This design comes from an exercise in tuning for small area, a short achievable clock period and few clock cycles per item on the open sky130 flow, not from production work.
RTL that was checked went through simulation tests only; none was proved equivalent to the original.

Design mat_ops_controller, start of the top module:
module mat_ops_controller #(
	parameter DATA_LEN = 8,
	parameter N = 8,
	parameter ADDRESS_SIZE = 4
)
(
	input                         i_clk,
	input                         i_rstn,
	input   [DATA_LEN*N-1:0]      i_read_data_A,
	output  [ADDRESS_SIZE-1:0]    o_address_A,
	output                        o_wr_en_A,
	output  [DATA_LEN*N-1:0]      o_write_data_A,
	input   [DATA_LEN*N-1:0]      i_read_data_B,
	output  [ADDRESS_SIZE-1:0]    o_address_B,
	output                        o_wr_en_B,
	output  [DATA_LEN*N-1:0]      o_write_data_B,
	output                        o_done
);
Size: ~240 flip-flops, roughly 270 I/O pins.
==> module mat_ops_controller, before the edit <==
module mat_ops_controller #(
	parameter DATA_LEN = 8,
	parameter N = 8,
	parameter ADDRESS_SIZE = 4
)
(
	input                         i_clk,
	input                         i_rstn,
	input   [DATA_LEN*N-1:0]      i_read_data_A,
	output  [ADDRESS_SIZE-1:0]    o_address_A,
	output                        o_wr_en_A,
	output  [DATA_LEN*N-1:0]      o_write_data_A,
	input   [DATA_LEN*N-1:0]      i_read_data_B,
	output  [ADDRESS_SIZE-1:0]    o_address_B,
	output                        o_wr_en_B,
	output  [DATA_LEN*N-1:0]      o_write_data_B,
	output                        o_done
);
	reg        idle;
	reg        P;
	reg  [8:0] S;
	reg  [2:0] T;
	reg  [2:0] r;
	reg  [2:0] wrow;      
	reg        pa0;       
	wire start = (i_read_data_A[7:0] == 8'd1);
	wire go    = idle && pa0 && start;
	wire r0    = (r == 3'd0);
	wire r7    = (r == 3'd7);
	wire [8:0] S_n;
	assign S_n[0] = P || (go && addr_a[3]) || (S[8] && !r7);
	assign S_n[1] = S[0];
	assign S_n[2] = S[1] && !r0;
	assign S_n[3] = (S[1] && r0) || S[2];
	assign S_n[8:4] = S[7:3];
	wire [2:0] T_n = {T[1:0], S[8] && r7};
	wire       idle_n = (idle && !go) || T[2];
	wire [2:0] r_n    = S[8] ? r + 3'd1 : r;
	wire [2:0] wrow_n = S[8] ? r : wrow;
	wire       wb_n   = S_n[2] || T_n[2];
	wire [2:0] k_n    = {S_n[5] | S_n[6] | S_n[7] | S_n[8],
	                     S_n[3] | S_n[4] | S_n[7] | S_n[8],
	                     S_n[1] | S_n[4] | S_n[6] | S_n[8]};
	wire       ra_n   = go || (|S_n[7:0]) || (S_n[8] && !r7) || T[2];
	wire [2:0] rowa_n = S_n[8] ? r_n + 3'd1 : r_n;
	reg  [3:0] addr_a;
	reg  [3:0] addr_b;
	reg        wr_b;
	reg        done;
	reg        v0;
	reg        f0;
	always @(posedge i_clk, negedge i_rstn) begin
		if (!i_rstn) begin
			idle   <= 1'b1;
			P      <= 1'b0;
			pa0    <= 1'b1;
			S      <= 9'd0;
			T      <= 3'd0;
			r      <= 3'd0;
			wrow   <= 3'd0;
			addr_a <= 4'd0;
			addr_b <= 4'd0;
			wr_b   <= 1'b0;
			done   <= 1'b0;
		end else begin
			idle   <= idle_n;
			P      <= go && !addr_a[3];
			pa0    <= !addr_a[3];
			S      <= S_n;
			T      <= T_n;
			r      <= r_n;
			wrow   <= wrow_n;
			addr_a <= ra_n ? {1'b1, rowa_n} : 4'd0;
			addr_b <= wb_n ? {1'b1, wrow_n} : {1'b0, k_n};
			wr_b   <= wb_n;
			done   <= T_n[2];
		end
	end
	wire [2:0] k0 = addr_b[2:0];
	always @(posedge i_clk) begin
		v0 <= (|S_n) && !S_n[2];
		f0 <= S_n[0];
	end
	reg                  f1;
	reg  [11:0]          a2, a2n;
	reg                  f2, keep2;
	wire [7:0]           a1 = i_read_data_A[8*k0 +: 8];
	wire [11:0]          a1_enc;
	genvar m;
	generate
		for (m = 0; m < 4; m = m + 1) begin : BOOTH
			wire hi = a1[2*m+1];
			wire md = a1[2*m];
			wire lo = (m == 0) ? 1'b0 : a1[2*m-1];
			assign a1_enc[3*m]   = hi;
			assign a1_enc[3*m+1] = md ^ lo;
			assign a1_enc[3*m+2] = (hi & ~md & ~lo) | (~hi & md & lo);
		end
	endgenerate
	wire [63:0]          acc;
	always @(posedge i_clk) begin
		f1    <= f0;
		f2    <= f1;
		keep2 <= !f1;
		a2    <= v0 ? a1_enc : 12'd0;
		a2n   <= v0 ? ~a1_enc : 12'hfff;
	end
	genvar j;
	generate
		for (j = 0; j < N; j = j + 1) begin : LANE
			mac_lane #(.KEEP_LOW(j < N/2 ? 0 : 1), .A_LOW(j < N/2 ? 0 : 1)) u_lane (
				.i_clk (i_clk),
				.a     (j < N/2 ? a2 : a2n),
				.b     (i_read_data_B[8*j +: 8]),
				.first (j < N/2 ? f2 : keep2),
				.acc   (acc[8*j +: 8])
			);
		end
	endgenerate
	assign o_address_A    = addr_a;
	assign o_wr_en_A      = done;
	assign o_write_data_A = {(DATA_LEN*N){1'b0}};
	assign o_address_B    = addr_b;
	assign o_wr_en_B      = wr_b;
	assign o_write_data_B = acc;
	assign o_done         = done;
endmodule
Settings: LEC_CHECK=0, CAP_MARGIN=20, CORE_MARGIN=2, CORE_UTILIZATION=40, CTS_BUF_LIST=sky130_fd_sc_hd__clkbuf_4 sky130_fd_sc_hd__clkbuf_8 sky130_fd_sc_hd__clkbuf_16, CTS_CLUSTER_DIAMETER=60, CTS_CLUSTER_SIZE=30, PLACE_DENSITY=0.6, SETUP_SLACK_MARGIN=2.7, SLEW_MARGIN=20; clock period 5.0 ns.
standard.sh (not shown) runs the stock make flow with config.mk's settings and CLKGATE_MAP_FILE= SYNTH_SCRIPT=/design/flow/synth_recipe.tcl, a recipe that flattens the netlist after the stock synthesis.
==> flow/flow/run.sh <==
#!/bin/bash
# The standard layout (the standard.sh, standard synthesis unchanged) with
# the port buffers made from the smallest buffer cell instead of the
# clock-delay buffer that buffer_ports picks by default.
set -euo pipefail
bash standard.sh BUFFER_PORTS_ARGS="-buffer_cell sky130_fd_sc_hd__buf_1" finish > make_finish.log 2>&1
Change:
--- a/flow/design.v
+++ b/flow/design.v
@@ -81,13 +81,13 @@
 	always @(posedge i_clk) begin
 		v0 <= (|S_n) && !S_n[2];
 		f0 <= S_n[0];
 	end
 	reg                  f1;
 	reg  [11:0]          a2, a2n;
-	reg                  f2, keep2;
+	reg                  f2, keep2, f2r, keep2r;
 	wire [7:0]           a1 = i_read_data_A[8*k0 +: 8];
 	wire [11:0]          a1_enc;
 	genvar m;
 	generate
 		for (m = 0; m < 4; m = m + 1) begin : BOOTH
 			wire hi = a1[2*m+1];
@@ -96,27 +96,36 @@
 			assign a1_enc[3*m]   = hi;
 			assign a1_enc[3*m+1] = md ^ lo;
 			assign a1_enc[3*m+2] = (hi & ~md & ~lo) | (~hi & md & lo);
 		end
 	endgenerate
 	wire [63:0]          acc;
+	always @(posedge i_clk, negedge i_rstn) begin
+		if (!i_rstn) begin
+			f2r    <= 1'b0;
+			keep2r <= 1'b1;
+		end else begin
+			f2r    <= f1;
+			keep2r <= !f1;
+		end
+	end
 	always @(posedge i_clk) begin
 		f1    <= f0;
 		f2    <= f1;
 		keep2 <= !f1;
 		a2    <= v0 ? a1_enc : 12'd0;
 		a2n   <= v0 ? ~a1_enc : 12'hfff;
 	end
 	genvar j;
 	generate
 		for (j = 0; j < N; j = j + 1) begin : LANE
-			mac_lane #(.KEEP_LOW(j < N/2 ? 0 : 1), .A_LOW(j < N/2 ? 0 : 1)) u_lane (
+			mac_lane #(.KEEP_LOW((j / 2) % 2), .A_LOW(j < N/2 ? 0 : 1)) u_lane (
 				.i_clk (i_clk),
 				.a     (j < N/2 ? a2 : a2n),
 				.b     (i_read_data_B[8*j +: 8]),
-				.first (j < N/2 ? f2 : keep2),
+				.first (j < 2 ? f2 : j < 4 ? keep2 : j < 6 ? f2r : keep2r),
 				.acc   (acc[8*j +: 8])
 			);
 		end
 	endgenerate
 	assign o_address_A    = addr_a;
 	assign o_wr_en_A      = done;
After rerunning: Routed wire length went up by 2.1%. Setup slack got worse by 0.096 ns. Via count went up by about 1%. Clock-buffer cell count went up by 5. Utilization went up by 0.67 points. First-iteration DRC count went up by 32%. Worst hold slack got worse by 0.0091 ns. Final cell count went up by 1.4%. Synthesized cell count went up by about 0.8%.
No run of this note included a check of the RTL's function; only the layout flow was run.


The RTL this note starts from:
==> flow/design.v <==
`timescale 1ns / 1ns
module mat_ops_controller #(
	parameter DATA_LEN = 8,
	parameter N = 8,
	parameter ADDRESS_SIZE = 4
)
(
	input                         i_clk,
	input                         i_rstn,
	input   [DATA_LEN*N-1:0]      i_read_data_A,
	output  [ADDRESS_SIZE-1:0]    o_address_A,
	output                        o_wr_en_A,
	output  [DATA_LEN*N-1:0]      o_write_data_A,
	input   [DATA_LEN*N-1:0]      i_read_data_B,
	output  [ADDRESS_SIZE-1:0]    o_address_B,
	output                        o_wr_en_B,
	output  [DATA_LEN*N-1:0]      o_write_data_B,
	output                        o_done
);
	reg        idle;
	reg        P;
	reg  [8:0] S;
	reg  [2:0] T;
	reg  [2:0] r;
	reg  [2:0] wrow;      
	wire start = (i_read_data_A[7:0] == 8'd1);
	wire go    = idle && start;
	wire r0    = (r == 3'd0);
	wire r7    = (r == 3'd7);
	wire [8:0] S_n;
	assign S_n[0] = P || (S[8] && !r7);
	assign S_n[1] = S[0];
	assign S_n[2] = S[1] && !r0;
	assign S_n[3] = (S[1] && r0) || S[2];
	assign S_n[8:4] = S[7:3];
	wire [2:0] T_n = {T[1:0], S[8] && r7};
	wire       idle_n = (idle && !start) || T[2];
	wire [2:0] r_n    = S[8] ? r + 3'd1 : r;
	wire [2:0] wrow_n = S[8] ? r : wrow;
	wire       wb_n   = S_n[2] || T_n[2];
	wire [2:0] k_n    = {S_n[5] | S_n[6] | S_n[7] | S_n[8],
	                     S_n[3] | S_n[4] | S_n[7] | S_n[8],
	                     S_n[1] | S_n[4] | S_n[6] | S_n[8]};
	wire       ra_n   = go || (|S_n[7:0]) || (S_n[8] && !r7);
	wire [2:0] rowa_n = S_n[8] ? r_n + 3'd1 : r_n;
	reg  [3:0] addr_a;
	reg  [3:0] addr_b;
	reg        wr_b;
	reg        done;
	reg        v0;
	reg        f0;
	always @(posedge i_clk, negedge i_rstn) begin
		if (!i_rstn) begin
			idle   <= 1'b1;
			P      <= 1'b0;
			S      <= 9'd0;
			T      <= 3'd0;
			r      <= 3'd0;
			wrow   <= 3'd0;
			addr_a <= 4'd0;
			addr_b <= 4'd0;
			wr_b   <= 1'b0;
			done   <= 1'b0;
		end else begin
			idle   <= idle_n;
			P      <= go;
			S      <= S_n;
			T      <= T_n;
			r      <= r_n;
			wrow   <= wrow_n;
			addr_a <= ra_n ? {1'b1, rowa_n} : 4'd0;
			addr_b <= wb_n ? {1'b1, wrow_n} : {1'b0, k_n};
			wr_b   <= wb_n;
			done   <= T_n[2];
		end
	end
	wire [2:0] k0 = addr_b[2:0];
	always @(posedge i_clk) begin
		v0 <= (|S_n) && !S_n[2];
		f0 <= S_n[0];
	end
	reg                  f1;
	reg  [11:0]          a2;
	reg                  f2, keep2;
	wire [7:0]           a1 = i_read_data_A[8*k0 +: 8];
	wire [11:0]          a1_enc;
	genvar m;
	generate
		for (m = 0; m < 4; m = m + 1) begin : BOOTH
			wire hi = a1[2*m+1];
			wire md = a1[2*m];
			wire lo = (m == 0) ? 1'b0 : a1[2*m-1];
			assign a1_enc[3*m]   = hi;
			assign a1_enc[3*m+1] = md ^ lo;
			assign a1_enc[3*m+2] = (hi & ~md & ~lo) | (~hi & md & lo);
		end
	endgenerate
	wire [63:0]          acc;
	always @(posedge i_clk) begin
		f1    <= f0;
		f2    <= f1;
		keep2 <= !f1;
		a2    <= v0 ? a1_enc : 12'd0;
	end
	genvar j;
	generate
		for (j = 0; j < N; j = j + 1) begin : LANE
			mac_lane #(.KEEP_LOW(j < N/2 ? 0 : 1)) u_lane (
				.i_clk (i_clk),
				.a     (a2),
				.b     (i_read_data_B[8*j +: 8]),
				.first (j < N/2 ? f2 : keep2),
				.acc   (acc[8*j +: 8])
			);
		end
	endgenerate
	assign o_address_A    = addr_a;
	assign o_wr_en_A      = done;
	assign o_write_data_A = {(DATA_LEN*N){1'b0}};
	assign o_address_B    = addr_b;
	assign o_wr_en_B      = wr_b;
	assign o_write_data_B = acc;
	assign o_done         = done;
endmodule
module mac_lane #(
	parameter KEEP_LOW = 0    
) (
	input            i_clk,
	input      [11:0] a,
	input      [7:0] b,
	input            first,
	output reg [7:0] acc
);
	wire [14:0] d;
	reg  [14:0] q;
	wire neg0 = a[0];
	wire one0 = a[1];
	wire two0 = a[2];
	wire neg1 = a[3];
	wire one1 = a[4];
	wire two1 = a[5];
	wire neg2 = a[6];
	wire one2 = a[7];
	wire two2 = a[8];
	wire neg3 = a[9];
	wire one3 = a[10];
	wire two3 = a[11];
	wire t1;
	wire t2;
	wire t3;
	wire t4;
	wire t5;
	wire t6;
	wire t7;
	wire t8;
	wire t9;
	wire t10;
	wire t11;
	wire t12;
	wire t13;
	wire t14;
	wire t15;
	assign t1 = (neg1 & ~(one1 & b[0])) ^ (((one0 & b[3]) | (two0 & b[2])) ^ neg0);
	assign t2 = (neg1 & ~(one1 & b[0])) & (((one0 & b[3]) | (two0 & b[2])) ^ neg0);
	assign t3 = (one2 & b[0]) ^ (((one0 & b[4]) | (two0 & b[3])) ^ neg0) ^ (((one1 & b[2]) | (two1 & b[1])) ^ neg1);
	assign t4 = ((one2 & b[0]) & (((one0 & b[4]) | (two0 & b[3])) ^ neg0)) | ((one2 & b[0]) & (((one1 & b[2]) | (two1 & b[1])) ^ neg1)) | ((((one0 & b[4]) | (two0 & b[3])) ^ neg0) & (((one1 & b[2]) | (two1 & b[1])) ^ neg1));
	assign t5 = (neg2 & ~(one2 & b[0])) ^ (((one0 & b[5]) | (two0 & b[4])) ^ neg0) ^ (((one1 & b[3]) | (two1 & b[2])) ^ neg1);
	assign t6 = ((neg2 & ~(one2 & b[0])) & (((one0 & b[5]) | (two0 & b[4])) ^ neg0)) | ((neg2 & ~(one2 & b[0])) & (((one1 & b[3]) | (two1 & b[2])) ^ neg1)) | ((((one0 & b[5]) | (two0 & b[4])) ^ neg0) & (((one1 & b[3]) | (two1 & b[2])) ^ neg1));
	assign t7 = (((one2 & b[1]) | (two2 & b[0])) ^ neg2) ^ t4;
	assign t8 = (((one2 & b[1]) | (two2 & b[0])) ^ neg2) & t4;
	assign t9 = (one3 & b[0]) ^ (((one0 & b[6]) | (two0 & b[5])) ^ neg0) ^ (((one1 & b[4]) | (two1 & b[3])) ^ neg1);
	assign t10 = ((one3 & b[0]) & (((one0 & b[6]) | (two0 & b[5])) ^ neg0)) | ((one3 & b[0]) & (((one1 & b[4]) | (two1 & b[3])) ^ neg1)) | ((((one0 & b[6]) | (two0 & b[5])) ^ neg0) & (((one1 & b[4]) | (two1 & b[3])) ^ neg1));
	assign t11 = (((one2 & b[2]) | (two2 & b[1])) ^ neg2) ^ t6 ^ t9;
	assign t12 = ((((one2 & b[2]) | (two2 & b[1])) ^ neg2) & t6) | ((((one2 & b[2]) | (two2 & b[1])) ^ neg2) & t9) | (t6 & t9);
	assign t13 = (neg3 & ~(one3 & b[0])) ^ (((one0 & b[7]) | (two0 & b[6])) ^ neg0) ^ (((one1 & b[5]) | (two1 & b[4])) ^ neg1);
	assign t14 = (((one2 & b[3]) | (two2 & b[2])) ^ neg2) ^ (((one3 & b[1]) | (two3 & b[0])) ^ neg3) ^ t10;
	assign t15 = t13 ^ t14;
	assign d[0] = (one0 & b[0]);
	assign d[1] = (neg0 & ~(one0 & b[0]));
	assign d[2] = (((one0 & b[1]) | (two0 & b[0])) ^ neg0);
	assign d[3] = (one1 & b[0]);
	assign d[4] = (((one0 & b[2]) | (two0 & b[1])) ^ neg0);
	assign d[5] = (((one1 & b[1]) | (two1 & b[0])) ^ neg1);
	assign d[6] = t1;
	assign d[7] = t2;
	assign d[8] = t3;
	assign d[9] = t5;
	assign d[10] = t7;
	assign d[11] = t8;
	assign d[12] = t11;
	assign d[13] = t12;
	assign d[14] = t15;
	always @(posedge i_clk)
		q <= d;
	wire first_q = first;
	wire [7:0] g = (KEEP_LOW ? !first_q : first_q) ? 8'd0 : acc;
	always @(posedge i_clk)
		acc <= g + {q[13] , q[11] , q[9] , q[7] , q[5] , q[3] , q[1] , q[0]} + {q[14] , q[12] , q[10] , q[8] , q[6] , q[4] , q[2] , 1'b0};
endmodule
export LEC_CHECK = 0
export CAP_MARGIN = 20
export CORE_MARGIN = 2
export CORE_UTILIZATION = 40
export PLACE_DENSITY = 0.6
export SETUP_SLACK_MARGIN = 2.5
export SLEW_MARGIN = 20
create_clock -name core_clock -period 5.0 [get_ports {i_clk}]
Scripts as last shown in full above: flow/flow/run.sh
Testbench counts at the start, summed over its fixed seeds: cycles 29,184, jobs 384.
Change:
--- a/flow/design.v
+++ b/flow/design.v
@@ -22,27 +22,28 @@
 	reg  [8:0] S;
 	reg  [2:0] T;
 	reg  [2:0] r;
 	reg  [2:0] wrow;      
+	reg        pa0;       
 	wire start = (i_read_data_A[7:0] == 8'd1);
-	wire go    = idle && start;
+	wire go    = idle && pa0 && start;
 	wire r0    = (r == 3'd0);
 	wire r7    = (r == 3'd7);
 	wire [8:0] S_n;
-	assign S_n[0] = P || (S[8] && !r7);
+	assign S_n[0] = P || (go && addr_a[3]) || (S[8] && !r7);
 	assign S_n[1] = S[0];
 	assign S_n[2] = S[1] && !r0;
 	assign S_n[3] = (S[1] && r0) || S[2];
 	assign S_n[8:4] = S[7:3];
 	wire [2:0] T_n = {T[1:0], S[8] && r7};
-	wire       idle_n = (idle && !start) || T[2];
+	wire       idle_n = (idle && !go) || T[2];
 	wire [2:0] r_n    = S[8] ? r + 3'd1 : r;
 	wire [2:0] wrow_n = S[8] ? r : wrow;
 	wire       wb_n   = S_n[2] || T_n[2];
 	wire [2:0] k_n    = {S_n[5] | S_n[6] | S_n[7] | S_n[8],
 	                     S_n[3] | S_n[4] | S_n[7] | S_n[8],
 	                     S_n[1] | S_n[4] | S_n[6] | S_n[8]};
-	wire       ra_n   = go || (|S_n[7:0]) || (S_n[8] && !r7);
+	wire       ra_n   = go || (|S_n[7:0]) || (S_n[8] && !r7) || T[2];
 	wire [2:0] rowa_n = S_n[8] ? r_n + 3'd1 : r_n;
 	reg  [3:0] addr_a;
 	reg  [3:0] addr_b;
 	reg        wr_b;
@@ -52,8 +53,9 @@
 	always @(posedge i_clk, negedge i_rstn) begin
 		if (!i_rstn) begin
 			idle   <= 1'b1;
 			P      <= 1'b0;
+			pa0    <= 1'b1;
 			S      <= 9'd0;
 			T      <= 3'd0;
 			r      <= 3'd0;
 			wrow   <= 3'd0;
@@ -62,9 +64,10 @@
 			wr_b   <= 1'b0;
 			done   <= 1'b0;
 		end else begin
 			idle   <= idle_n;
-			P      <= go;
+			P      <= go && !addr_a[3];
+			pa0    <= !addr_a[3];
 			S      <= S_n;
 			T      <= T_n;
 			r      <= r_n;
 			wrow   <= wrow_n;
The new run went through all stages and came out clean.
Utilization went down by 0.19 points.
Global-route usage went up by 0.47 points.
Clock-buffer cell count went up by 6.
Cell area went down slightly.
Routed wire length went up slightly.
Cell count went down slightly.
Maximum frequency went down by a few percent.
Non-clock buffer count stays the same.
Register-to-register slack degrades by 0.05 ns.
Via count went down slightly.
Area after synthesis went down slightly.
Testbench counts after the change, summed over its fixed seeds: cycles 28,808, jobs 384.

-- afterwards: timing with drivers on the ports --
Ports are ideal in the flow. The routed layouts listed here were re-timed in OpenROAD. Step 1 assumes that a clkbuf_16 drives the clock port and a buf_2 every other input. Step 2 also shifts input and output timing later by t, the mid clock arrival at the registers, as if the neighbouring blocks saw the same clock. Slacks: no drivers / after step 1 / after step 2; pairs: no drivers / after step 1.
| run | t, ns | slack for setup (ns) | worst setup path at the end | clock arrival spread, ns | slew at the worst register clock pin (ns) |
|---|---|---|---|---|---|
| the first run of note 1 | 0.575 | 2.636 / 2.636 / 2.303 | input to register | 0.018 / 0.019 | 0.09 / 0.09 |
| the second run of note 1 | 0.589 | 2.540 / 2.540 / 2.336 | input to register | 0.019 / 0.019 | 0.08 / 0.08 |
| the first run of note 2 | 0.577 | 2.597 / 2.593 / 2.192 | input to register | 0.026 / 0.026 | 0.06 / 0.06 |
| the second run of note 2 | 0.571 | 2.547 / 2.541 / 2.272 | input to register | 0.017 / 0.017 | 0.06 / 0.06 |
After both steps setup and hold are still met in every run listed. For the first run of note 2, which loses most, drivers alone change the setup slack by -0.004 ns; drivers and shift together by -0.405 ns.
